From an optimization exercise on the open Yosys and OpenROAD flow, aimed at a short achievable clock period and few clock cycles; shortcuts taken in it are not production practice. The RTL was checked by simulation tests, not by an equivalence proof against the original design. Power is estimated from default activity; no workload was simulated.

==> inputs of v26 <==
==> flow/design.v <==
module mips_cpu (
	input         clk,
	input         rst,
	output [31:0] imem_addr,
	input  [31:0] imem_data,
	output [31:0] dmem_addr,
	output [31:0] dmem_wdata,
	output        dmem_we,
	output        dmem_re,
	input  [31:0] dmem_rdata
);
	localparam BEQ = 0, BNE = 1, BNZ = 2, BZ = 3, BALW = 4;
	reg [31:0] pc;
	reg        vx;                        
	reg [31:0] xa, xb, xi;                
	reg        xa_m, xb_m;                
	reg        xa_use, xb_use;            
	reg        xb_imm;                    
	reg        sb_m, sb_r;                
	reg [31:0] x_pc4;
	reg        x_pred, x_br, x_jr;
	reg [4:0]  x_bk;
	reg        x_wen, x_st, x_ld;
	reg [4:0]  x_rd;
	reg        x_add, x_sub, x_slt, x_sltu, x_and, x_or, x_xor, x_sll, x_srl, x_b;
	reg [31:0] m_res, m_wd;
	reg        m_we, m_re, m_wen;
	reg [4:0]  m_rd;
	reg [31:0] rf [1:31];
	wire [31:0] ins = imem_data;
	wire [5:0] op = ins[31:26];
	wire [5:0] fn = ins[5:0];
	wire [4:0] rs = ins[25:21];
	wire [4:0] rt = ins[20:16];
	wire [4:0] rd = ins[15:11];
	wire [31:0] se = {{16{ins[15]}}, ins[15:0]};
	wire is_r    = (op == 6'h00);
	wire is_jr   = is_r && (fn == 6'h08);
	wire is_ialu = (op[5:3] == 3'b001);
	wire is_lui  = (op == 6'h0F);
	wire is_ld   = (op == 6'h20) || (op == 6'h23);
	wire is_st   = (op == 6'h28) || (op == 6'h2B);
	wire is_bri  = (op == 6'h01);
	wire is_br   = (op[5:2] == 4'b0001) || is_bri;
	wire is_j    = (op == 6'h02);
	wire is_jal  = (op == 6'h03);
	wire [2:0] iop = op[2:0];
	wire f_add  = (is_r && (fn == 6'h20 || fn == 6'h21 || fn == 6'h22 || fn == 6'h23)) ||
	              (is_ialu && iop[2:1] == 2'b00) || is_ld || is_st;
	wire f_sub  = (is_r && (fn == 6'h22 || fn == 6'h23 || fn == 6'h2A || fn == 6'h2B)) ||
	              (is_ialu && iop[2:1] == 2'b01);
	wire f_slt  = (is_r && fn == 6'h2A) || (is_ialu && iop == 3'b010);
	wire f_sltu = (is_r && fn == 6'h2B) || (is_ialu && iop == 3'b011);
	wire f_and  = (is_r && fn == 6'h24) || (is_ialu && iop == 3'b100);
	wire f_or   = (is_r && fn == 6'h25) || (is_ialu && iop == 3'b101);
	wire f_xor  = (is_r && fn == 6'h26) || (is_ialu && iop == 3'b110);
	wire f_sll  = is_r && (fn == 6'h00 || fn == 6'h04);
	wire f_srl  = is_r && (fn == 6'h02 || fn == 6'h03 || fn == 6'h06);
	wire f_b    = (is_r && fn == 6'h38) || is_lui || is_jal;
	wire use_imm = is_ialu || is_ld || is_st || is_jal;
	wire use_rs  = is_r || (is_ialu && !is_lui) || is_ld || is_st || is_br;
	wire use_rtb = is_r || (op == 6'h04) || (op == 6'h05) || (is_bri && rt[4:1] != 4'd0);    
	wire [4:0] dst = is_jal ? 5'd31 : (is_r ? rd : rt);
	wire f_wen = ((is_r && !is_jr) || is_ialu || is_ld || is_jal) && (dst != 5'd0);
	reg [4:0] bk;
	always @(*) begin
		bk = 5'd0;
		case (op)
			6'h04: bk[BEQ] = 1'b1;
			6'h05: bk[BNE] = 1'b1;
			6'h07: bk[BNZ] = 1'b1;
			6'h06: bk[BZ]  = 1'b1;
			6'h01:
				if (rt == 5'd0) bk[BALW] = 1'b1;
				else if (rt != 5'd1) case (fn)
					6'h30: bk[BEQ] = 1'b1;
					6'h31: bk[BNE] = 1'b1;
					6'h32: bk[BNZ] = 1'b1;
					6'h33: bk[BZ]  = 1'b1;
					6'h34: bk[BALW] = 1'b1;
					default: ;
				endcase
			default: ;
		endcase
	end
	wire same = (rs == rt);
	wire rs0  = (rs == 5'd0);
	wire [4:0] bkf;
	assign bkf[BEQ]  = bk[BEQ] && !same;
	assign bkf[BNE]  = bk[BNE] && !same;
	assign bkf[BNZ]  = bk[BNZ] && !rs0;
	assign bkf[BZ]   = bk[BZ]  && !rs0;
	assign bkf[BALW] = bk[BALW] || (bk[BEQ] && same) || (bk[BZ] && rs0);
	wire pred_br = is_br && (bkf[BALW] || ((|bkf[BZ:BEQ]) && (ins[15] || bkf[BNE] || bkf[BNZ])));
	wire [31:0] pc4 = pc + 32'd4;
	wire [23:0] hi   = pc4[31:8];
	wire [23:0] hi_p = hi + 24'd1;
	wire [23:0] hi_m = hi - 24'd1;
	wire pos_small = (ins[15:6] == 10'h000);
	wire neg_small = (ins[15:6] == 10'h3FF);
	wire [6:0] lo = {1'b0, pc4[7:2]} + {1'b0, ins[5:0]};
	wire [23:0] bt_hi = pos_small ? (lo[6] ? hi_p : hi) : (lo[6] ? hi : hi_m);
	wire [31:0] bt  = {bt_hi, lo[5:0], pc4[1:0]};
	wire [31:0] jt  = {pc4[31:28], ins[25:0], 2'b00};
	wire f_pred = pred_br && (pos_small || neg_small);
	wire f_selj = is_j || is_jal;
	wire f_selb = f_pred && !f_selj;
	wire f_sel4 = !f_selj && !f_pred;
	wire [31:0] m_val = m_re ? dmem_rdata : m_res;
	wire [31:0] rd_rs = (rs == 5'd0) ? 32'd0 : ((m_wen && m_rd == rs) ? m_val : rf[rs]);
	wire [31:0] rd_rt = (rt == 5'd0) ? 32'd0 : ((m_wen && m_rd == rt) ? m_val : rf[rt]);
	wire x_fw = vx && x_wen;
	wire fa_m = x_fw && (x_rd == rs);
	wire fb_m = x_fw && (x_rd == rt);
	wire [31:0] a  = xa_m ? m_res : xa;
	wire [31:0] bv = xb_m ? m_res : xb;
	wire [31:0] b  = ({32{xb_imm}} & xi) | ({32{sb_m}} & m_res) | ({32{sb_r}} & xb);
	wire stall = vx && m_re && ((xa_m && xa_use) || (xb_m && xb_use));
	wire [31:0] b_x = x_sub ? ~b : b;
	wire [32:0] sum = {1'b0, a} + {1'b0, b_x} + {32'd0, x_sub};
	wire lt_s = (a[31] != b[31]) ? a[31] : sum[31];
	wire lt_u = !sum[32];
	wire sh_big = |b[31:5];
	wire [31:0] shl = a << b[4:0];
	wire [31:0] shr = a >> b[4:0];
	wire [31:0] result =
		({32{x_add}} & sum[31:0]) |
		({32{x_and}} & (a & b)) |
		({32{x_or}}  & (a | b)) |
		({32{x_xor}} & (a ^ b)) |
		({32{x_sll && !sh_big}} & shl) |
		({32{x_srl && !sh_big}} & shr) |
		({32{x_b}}   & b) |
		{31'd0, (x_slt && lt_s) || (x_sltu && lt_u)};
	wire eq = (a == bv);
	wire nz = |a;
	wire cond = (x_bk[BEQ] && eq) || (x_bk[BNE] && !eq) || (x_bk[BNZ] && nz) ||
	            (x_bk[BZ] && !nz) || x_bk[BALW];
	wire redirect = vx && !stall && (x_jr || (x_br && (cond != x_pred)));
	wire [31:0] x_bt = x_pc4 + {xi[29:0], 2'b00};
	wire [31:0] redirect_pc = x_jr ? a : (x_pred ? x_pc4 : x_bt);
	wire go = !stall && !redirect;
	wire [31:0] pc_next = ({32{redirect}} & redirect_pc) | ({32{stall}} & pc) |
		({32{go && f_selj}} & jt) | ({32{go && f_selb}} & bt) | ({32{go && f_sel4}} & pc4);
	wire [31:0] st_data = xb_m ? m_val : xb;
	always @(posedge clk) begin
		if (rst) begin
			pc <= 32'd0;
			vx <= 1'b0;
			m_we <= 1'b0;
			m_re <= 1'b0;
			m_wen <= 1'b0;
		end else begin
			pc <= pc_next;
			if (stall) begin
				if (xa_m) xa <= dmem_rdata;
				if (xb_m) xb <= dmem_rdata;
				xa_m <= 1'b0;
				xb_m <= 1'b0;
				sb_r <= sb_r || sb_m;
				sb_m <= 1'b0;
			end else begin
				vx <= !redirect;
				xa <= rd_rs;
				xb <= rd_rt;
				xi <= is_jal ? jt : se;
				xa_m <= fa_m;
				xb_m <= fb_m;
				xa_use <= use_rs;
				xb_use <= use_rtb;
				xb_imm <= use_imm;
				sb_m <= !use_imm && fb_m;
				sb_r <= !use_imm && !fb_m;
				x_pc4 <= pc4;
				x_pred <= f_pred;
				x_br <= is_br;
				x_jr <= is_jr;
				x_bk <= bkf;
				x_wen <= f_wen;
				x_rd <= dst;
				x_st <= is_st;
				x_ld <= is_ld;
				x_add <= f_add;
				x_sub <= f_sub;
				x_slt <= f_slt;
				x_sltu <= f_sltu;
				x_and <= f_and;
				x_or <= f_or;
				x_xor <= f_xor;
				x_sll <= f_sll;
				x_srl <= f_srl;
				x_b <= f_b;
			end
			m_res <= result;
			m_wd <= st_data;
			m_rd <= x_rd;
			if (vx && !stall) begin
				m_we <= x_st;
				m_re <= x_ld;
				m_wen <= x_wen;
			end else begin
				m_we <= 1'b0;
				m_re <= 1'b0;
				m_wen <= 1'b0;
			end
		end
	end
	always @(posedge clk) begin
		if (m_wen) rf[m_rd] <= m_val;
	end
	assign imem_addr  = pc;
	assign dmem_addr  = m_res;
	assign dmem_wdata = m_wd;
	assign dmem_we    = m_we;
	assign dmem_re    = m_re;
endmodule
==> flow/flow/run.sh <==
#!/bin/bash
# The standard layout (standard synthesis, floorplan, placement, CTS, routing),
# with timing repair aimed at a shorter period than the constraint's: the
# constraint is unchanged, only the repair's setup margin is larger.
set -euo pipefail
bash standard.sh SETUP_SLACK_MARGIN=8.3 TNS_END_PERCENT=5 ABC_CLOCK_PERIOD_IN_PS=1000 finish > standard.log 2>&1
==> flow/standard.sh <==
#!/bin/bash
# synth_recipe.tcl (not shown) runs the flow's synth.tcl, then flattens the netlist and writes it again
# the make line also repeats each setting of config.mk as NAME=value (left out here)
make -C /OpenROAD-flow-scripts/flow DESIGN_CONFIG=/design/flow/config.mk WORK_HOME=/design/flow/orfs CLKGATE_MAP_FILE= SYNTH_SCRIPT=/design/flow/synth_recipe.tcl "${@:-finish}"
==> flow/config.mk <==
export PLATFORM = sky130hd
export DESIGN_NAME = mips_cpu
export DESIGN_NICKNAME = mips_cpu
export VERILOG_FILES = /design/flow/design.v
export SDC_FILE = /design/flow/constraint.sdc
export NUM_CORES = 4
export LEC_CHECK = 0
export CAP_MARGIN = 20
export CORE_MARGIN = 2
export CORE_UTILIZATION = 40
export SLEW_MARGIN = 20
==> flow/constraint.sdc <==
create_clock -name core_clock -period 12.0 [get_ports {clk}]
set_input_delay 2.4000 -clock core_clock [delete_from_list [all_inputs] [get_ports {clk}]]
set_output_delay 2.4000 -clock core_clock [all_outputs]
set_load 0.01 [all_outputs]
==> v27 (differences from v26) <==
==> flow/design.v, changed modules only <==
module mips_cpu (
	input         clk,
	input         rst,
	output [31:0] imem_addr,
	input  [31:0] imem_data,
	output [31:0] dmem_addr,
	output [31:0] dmem_wdata,
	output        dmem_we,
	output        dmem_re,
	input  [31:0] dmem_rdata
);
	localparam BEQ = 0, BNE = 1, BNZ = 2, BZ = 3, BALW = 4;
	reg [31:0] pc;
	reg        vx;                        
	reg [31:0] xa, xb, xi;                
	reg        xa_m, xb_m;                
	reg        xb_imm;                    
	reg        sb_m, sb_r;                
	reg [31:0] x_pc4;
	reg        x_pred, x_br, x_jr;
	reg [4:0]  x_bk;
	reg        x_wen, x_st, x_ld;
	reg [4:0]  x_rd;
	reg        x_add, x_sub, x_slt, x_sltu, x_and, x_or, x_xor, x_sll, x_srl, x_b;
	reg [31:0] m_res, m_wd;
	reg        m_we, m_re, m_wen;
	reg [4:0]  m_rd;
	reg [31:0] rf [1:31];
	wire [31:0] ins = imem_data;
	wire [5:0] op = ins[31:26];
	wire [5:0] fn = ins[5:0];
	wire [4:0] rs = ins[25:21];
	wire [4:0] rt = ins[20:16];
	wire [4:0] rd = ins[15:11];
	wire [31:0] se = {{16{ins[15]}}, ins[15:0]};
	wire is_r    = (op == 6'h00);
	wire is_jr   = is_r && (fn == 6'h08);
	wire is_ialu = (op[5:3] == 3'b001);
	wire is_lui  = (op == 6'h0F);
	wire is_ld   = (op == 6'h20) || (op == 6'h23);
	wire is_st   = (op == 6'h28) || (op == 6'h2B);
	wire is_bri  = (op == 6'h01);
	wire is_br   = (op[5:2] == 4'b0001) || is_bri;
	wire is_j    = (op == 6'h02);
	wire is_jal  = (op == 6'h03);
	wire [2:0] iop = op[2:0];
	wire f_add  = (is_r && (fn == 6'h20 || fn == 6'h21 || fn == 6'h22 || fn == 6'h23)) ||
	              (is_ialu && iop[2:1] == 2'b00) || is_ld || is_st;
	wire f_sub  = (is_r && (fn == 6'h22 || fn == 6'h23 || fn == 6'h2A || fn == 6'h2B)) ||
	              (is_ialu && iop[2:1] == 2'b01);
	wire f_slt  = (is_r && fn == 6'h2A) || (is_ialu && iop == 3'b010);
	wire f_sltu = (is_r && fn == 6'h2B) || (is_ialu && iop == 3'b011);
	wire f_and  = (is_r && fn == 6'h24) || (is_ialu && iop == 3'b100);
	wire f_or   = (is_r && fn == 6'h25) || (is_ialu && iop == 3'b101);
	wire f_xor  = (is_r && fn == 6'h26) || (is_ialu && iop == 3'b110);
	wire f_sll  = is_r && (fn == 6'h00 || fn == 6'h04);
	wire f_srl  = is_r && (fn == 6'h02 || fn == 6'h03 || fn == 6'h06);
	wire f_b    = (is_r && fn == 6'h38) || is_lui || is_jal;
	wire use_imm = is_ialu || is_ld || is_st || is_jal;
	wire [4:0] dst = is_jal ? 5'd31 : (is_r ? rd : rt);
	wire f_wen = ((is_r && !is_jr) || is_ialu || is_ld || is_jal) && (dst != 5'd0);
	reg [4:0] bk;
	wire [4:0] bkf;
	always @(*) begin
		bk = 5'd0;
		case (op)
			6'h04: bk[BEQ] = 1'b1;
			6'h05: bk[BNE] = 1'b1;
			6'h07: bk[BNZ] = 1'b1;
			6'h06: bk[BZ]  = 1'b1;
			6'h01:
				if (rt == 5'd0) bk[BALW] = 1'b1;
				else if (rt != 5'd1) case (fn)
					6'h30: bk[BEQ] = 1'b1;
					6'h31: bk[BNE] = 1'b1;
					6'h32: bk[BNZ] = 1'b1;
					6'h33: bk[BZ]  = 1'b1;
					6'h34: bk[BALW] = 1'b1;
					default: ;
				endcase
			default: ;
		endcase
	end
	wire same = (rs == rt);
	wire rs0  = (rs == 5'd0);
	assign bkf[BEQ]  = bk[BEQ] && !same;
	assign bkf[BNE]  = bk[BNE] && !same;
	assign bkf[BNZ]  = bk[BNZ] && !rs0;
	assign bkf[BZ]   = bk[BZ]  && !rs0;
	assign bkf[BALW] = bk[BALW] || (bk[BEQ] && same) || (bk[BZ] && rs0);
	wire [31:0] pc4 = pc + 32'd4;
	wire [23:0] hi_p = pc4[31:8] + 24'd1;
	wire [23:0] hi_m = pc4[31:8] - 24'd1;
	wire [31:0] jt  = {pc4[31:28], ins[25:0], 2'b00};
	wire f_pred;
	wire [31:0] pc_next;
	wire [31:0] m_val = m_re ? dmem_rdata : m_res;
	wire [31:0] rd_rs = (rs == 5'd0) ? 32'd0 : ((m_wen && m_rd == rs) ? m_val : rf[rs]);
	wire [31:0] rd_rt = (rt == 5'd0) ? 32'd0 : ((m_wen && m_rd == rt) ? m_val : rf[rt]);
	wire x_fw = vx && x_wen;
	wire fa_m = x_fw && (x_rd == rs);
	wire fb_m = x_fw && (x_rd == rt);
	wire [31:0] a  = xa_m ? m_res : xa;
	wire [31:0] bv = xb_m ? m_res : xb;
	wire [31:0] b  = ({32{xb_imm}} & xi) | ({32{sb_m}} & m_res) | ({32{sb_r}} & xb);
	wire [31:0] b_x = x_sub ? ~b : b;
	wire [32:0] sum = {1'b0, a} + {1'b0, b_x} + {32'd0, x_sub};
	wire lt_s = (a[31] != b[31]) ? a[31] : sum[31];
	wire lt_u = !sum[32];
	wire sh_big = |b[31:5];
	wire [31:0] shl = a << b[4:0];
	wire [31:0] shr = a >> b[4:0];
	wire [31:0] result =
		({32{x_add}} & sum[31:0]) |
		({32{x_and}} & (a & b)) |
		({32{x_or}}  & (a | b)) |
		({32{x_xor}} & (a ^ b)) |
		({32{x_sll && !sh_big}} & shl) |
		({32{x_srl && !sh_big}} & shr) |
		({32{x_b}}   & b) |
		{31'd0, (x_slt && lt_s) || (x_sltu && lt_u)};
	wire eq_rr = (xa == xb);
	wire eq_mr = (m_res == xb);
	wire eq_rm = (xa == m_res);
	wire eq = xa_m ? (xb_m || eq_mr) : (xb_m ? eq_rm : eq_rr);
	wire nz = xa_m ? (|m_res) : (|xa);
	wire cond = (x_bk[BEQ] && eq) || (x_bk[BNE] && !eq) || (x_bk[BNZ] && nz) ||
	            (x_bk[BZ] && !nz) || x_bk[BALW];
	wire redirect = vx && (x_jr || (x_br && (cond != x_pred)));
	wire [31:0] x_bt = x_pc4 + {xi[29:0], 2'b00};
	wire [31:0] redirect_pc = x_jr ? a : (x_pred ? x_pc4 : x_bt);
	wire [31:0] axb = a ^ b;
	wire [31:0] aob = a | b;
	wire x_zero = (axb == {aob[30:0], 1'b0});
	wire [4:0] xz_rd = (vx && x_wen && x_add && !x_sub && !x_ld) ? x_rd : 5'd0;
	wire [4:0] ld_rd = (vx && x_ld && x_wen) ? x_rd : 5'd0;
	wire hazard;
	mips_next_pc next_pc (.ins(ins), .pc(pc), .pc4(pc4), .hi_p(hi_p), .hi_m(hi_m),
		.ld_rd(ld_rd), .xz_rd(xz_rd), .x_zero(x_zero), .redirect(redirect), .redirect_pc(redirect_pc),
		.f_pred(f_pred), .hazard(hazard), .pc_next(pc_next));
	wire [31:0] st_data = xb_m ? m_val : xb;
	always @(posedge clk) begin
		if (rst) begin
			pc <= 32'd0;
			vx <= 1'b0;
			m_we <= 1'b0;
			m_re <= 1'b0;
			m_wen <= 1'b0;
		end else begin
			pc <= pc_next;
			vx <= !redirect && !hazard;
			m_we <= vx && x_st;
			m_re <= vx && x_ld;
			m_wen <= vx && x_wen;
		end
	end
	always @(posedge clk) begin
		xa <= rd_rs;
		xb <= rd_rt;
		xi <= is_jal ? jt : se;
		xa_m <= fa_m;
		xb_m <= fb_m;
		xb_imm <= use_imm;
		sb_m <= !use_imm && fb_m;
		sb_r <= !use_imm && !fb_m;
		x_pc4 <= pc4;
		x_pred <= f_pred;
		x_br <= is_br;
		x_jr <= is_jr;
		x_bk <= bkf;
		x_wen <= f_wen;
		x_rd <= dst;
		x_st <= is_st;
		x_ld <= is_ld;
		x_add <= f_add;
		x_sub <= f_sub;
		x_slt <= f_slt;
		x_sltu <= f_sltu;
		x_and <= f_and;
		x_or <= f_or;
		x_xor <= f_xor;
		x_sll <= f_sll;
		x_srl <= f_srl;
		x_b <= f_b;
		m_res <= result;
		m_wd <= st_data;
		m_rd <= x_rd;
	end
	always @(posedge clk) begin
		if (m_wen) rf[m_rd] <= m_val;
	end
	assign imem_addr  = pc;
	assign dmem_addr  = m_res;
	assign dmem_wdata = m_wd;
	assign dmem_we    = m_we;
	assign dmem_re    = m_re;
endmodule
module mips_next_pc (
	input  [31:0] ins,
	input  [31:0] pc,
	input  [31:0] pc4,
	input  [23:0] hi_p,
	input  [23:0] hi_m,
	input  [4:0]  ld_rd,
	input  [4:0]  xz_rd,
	input         x_zero,
	input         redirect,
	input  [31:0] redirect_pc,
	output        f_pred,
	output        hazard,
	output [31:0] pc_next
);
	localparam BEQ = 0, BNE = 1, BNZ = 2, BZ = 3, BALW = 4;
	wire [5:0] op = ins[31:26];
	wire [5:0] fn = ins[5:0];
	wire [4:0] rs = ins[25:21];
	wire [4:0] rt = ins[20:16];
	wire is_br  = (op[5:2] == 4'b0001) || (op == 6'h01);
	wire f_selj = (op == 6'h02) || (op == 6'h03);
	wire same = (rs == rt);
	wire rs0  = (rs == 5'd0);
	wire pred_br = is_br && (ins[15] || (op == 6'h04 && same) || (op == 6'h05 && !same) ||
	                         (op == 6'h07 && !rs0) || (op == 6'h06 && rs0) || (op == 6'h01 && !rt[0]));
	wire pos_small = (ins[15:6] == 10'h000);
	wire neg_small = (ins[15:6] == 10'h3FF);
	wire [6:0] lo = {1'b0, pc4[7:2]} + {1'b0, ins[5:0]};
	wire [23:0] bt_hi = pos_small ? (lo[6] ? hi_p : pc4[31:8]) : (lo[6] ? pc4[31:8] : hi_m);
	wire [31:0] bt = {bt_hi, lo[5:0], pc4[1:0]};
	wire [31:0] jt = {pc4[31:28], ins[25:0], 2'b00};
	wire zk = (op == 6'h07 || op == 6'h06) && (xz_rd != 5'd0) && (rs == xz_rd);
	wire z_taken = op[0] ? !x_zero : x_zero;
	assign f_pred = (zk ? z_taken : pred_br) && (pos_small || neg_small);
	wire f_selb = f_pred && !f_selj;
	wire f_sel4 = !f_selj && !f_pred;
	wire use_rs = !(op == 6'h02 || op == 6'h03 || op == 6'h0F);
	wire use_rt = (op == 6'h00) || (op == 6'h04) || (op == 6'h05) || (op == 6'h01);
	assign hazard = (ld_rd != 5'd0) && ((use_rs && rs == ld_rd) || (use_rt && rt == ld_rd));
	wire hold = hazard && !redirect;
	wire go = !hazard && !redirect;
	assign pc_next = ({32{redirect}} & redirect_pc) | ({32{hold}} & pc) |
		({32{go && f_selj}} & jt) | ({32{go && f_selb}} & bt) | ({32{go && f_sel4}} & pc4);
endmodule
==> flow/flow/run.sh (replaced) <==
#!/bin/bash
# The standard layout (standard synthesis, floorplan, placement, CTS, routing),
# with timing repair aimed at a shorter period than the constraint's: the
# constraint is unchanged, only the repair's setup margin is larger. The resizer
# may change a cell's footprint, and ports are buffered with buf_8.
set -euo pipefail
bash standard.sh SETUP_SLACK_MARGIN=8.3 TNS_END_PERCENT=30 ABC_CLOCK_PERIOD_IN_PS=1000 \
  MATCH_CELL_FOOTPRINT=0 "BUFFER_PORTS_ARGS=-buffer_cell sky130_fd_sc_hd__buf_8" finish > standard.log 2>&1
--- a/flow/config.mk
+++ b/flow/config.mk
@@ -10,2 +10,4 @@
 export CORE_UTILIZATION = 40
 export SLEW_MARGIN = 20
+export SYNTH_HIERARCHICAL = 1
+export SYNTH_MINIMUM_KEEP_SIZE = 0
==> comparison <==
In v27 the final area is lower than in v26, by 1.0%.
Between v26 and v27, the lower clock power is in v26 (gap about 1%, measured against v27).
In v27 the wire length is lower than in v26, by about 7%.
In v26 the clock-buffer cell count is lower than in v27, by 1.
In v27 the combinational power is smaller than in v26, by about 9%.
Of v26 and v27, v26 has the higher sequential power (gap about 4%, measured against v27).
Against v27, the utilization of v26 is lower by 0.73 points.
Against v26, the cell count of v27 is smaller by about 4.6%.
In v26 the hold slack is higher than in v27, by 30 ps.
Of v27 and v26, v27 has the higher fmax (gap 11%, measured against v26).
Testbench counts of v26, summed over its fixed seeds: cycles 44,254.
Testbench counts of v27, summed over its fixed seeds: cycles 43,327.

-- port drivers added, routing unchanged --
The flow's constraints put no driver on any port. The routed layouts listed below were extracted and timed again, unchanged, in two steps.
Step 1: set_driving_cell puts a clkbuf_16 on clk and a buf_2 on each other input, an assumption about the parent block.
Step 2, shift: input delay + t, output delay - t, t = (earliest + latest rising clock arrival at the registers) / 2. This alone moves slack from input paths to output paths.
Three values: ideal, step 1, step 2; two values: the first two.
| run | t (ns) | setup WS [ns] | worst setup path at the end |
|---|---|---|---|
| v26 | 0.849 | 7.456 / 7.278 / 6.428 | input to register |
| v27 | 0.886 | 7.902 / 7.832 / 6.946 | input to register |
After both steps setup and hold are still met in every run listed. For v26, which loses most, drivers alone change the setup slack by -0.178 ns; drivers and shift together by -1.028 ns.
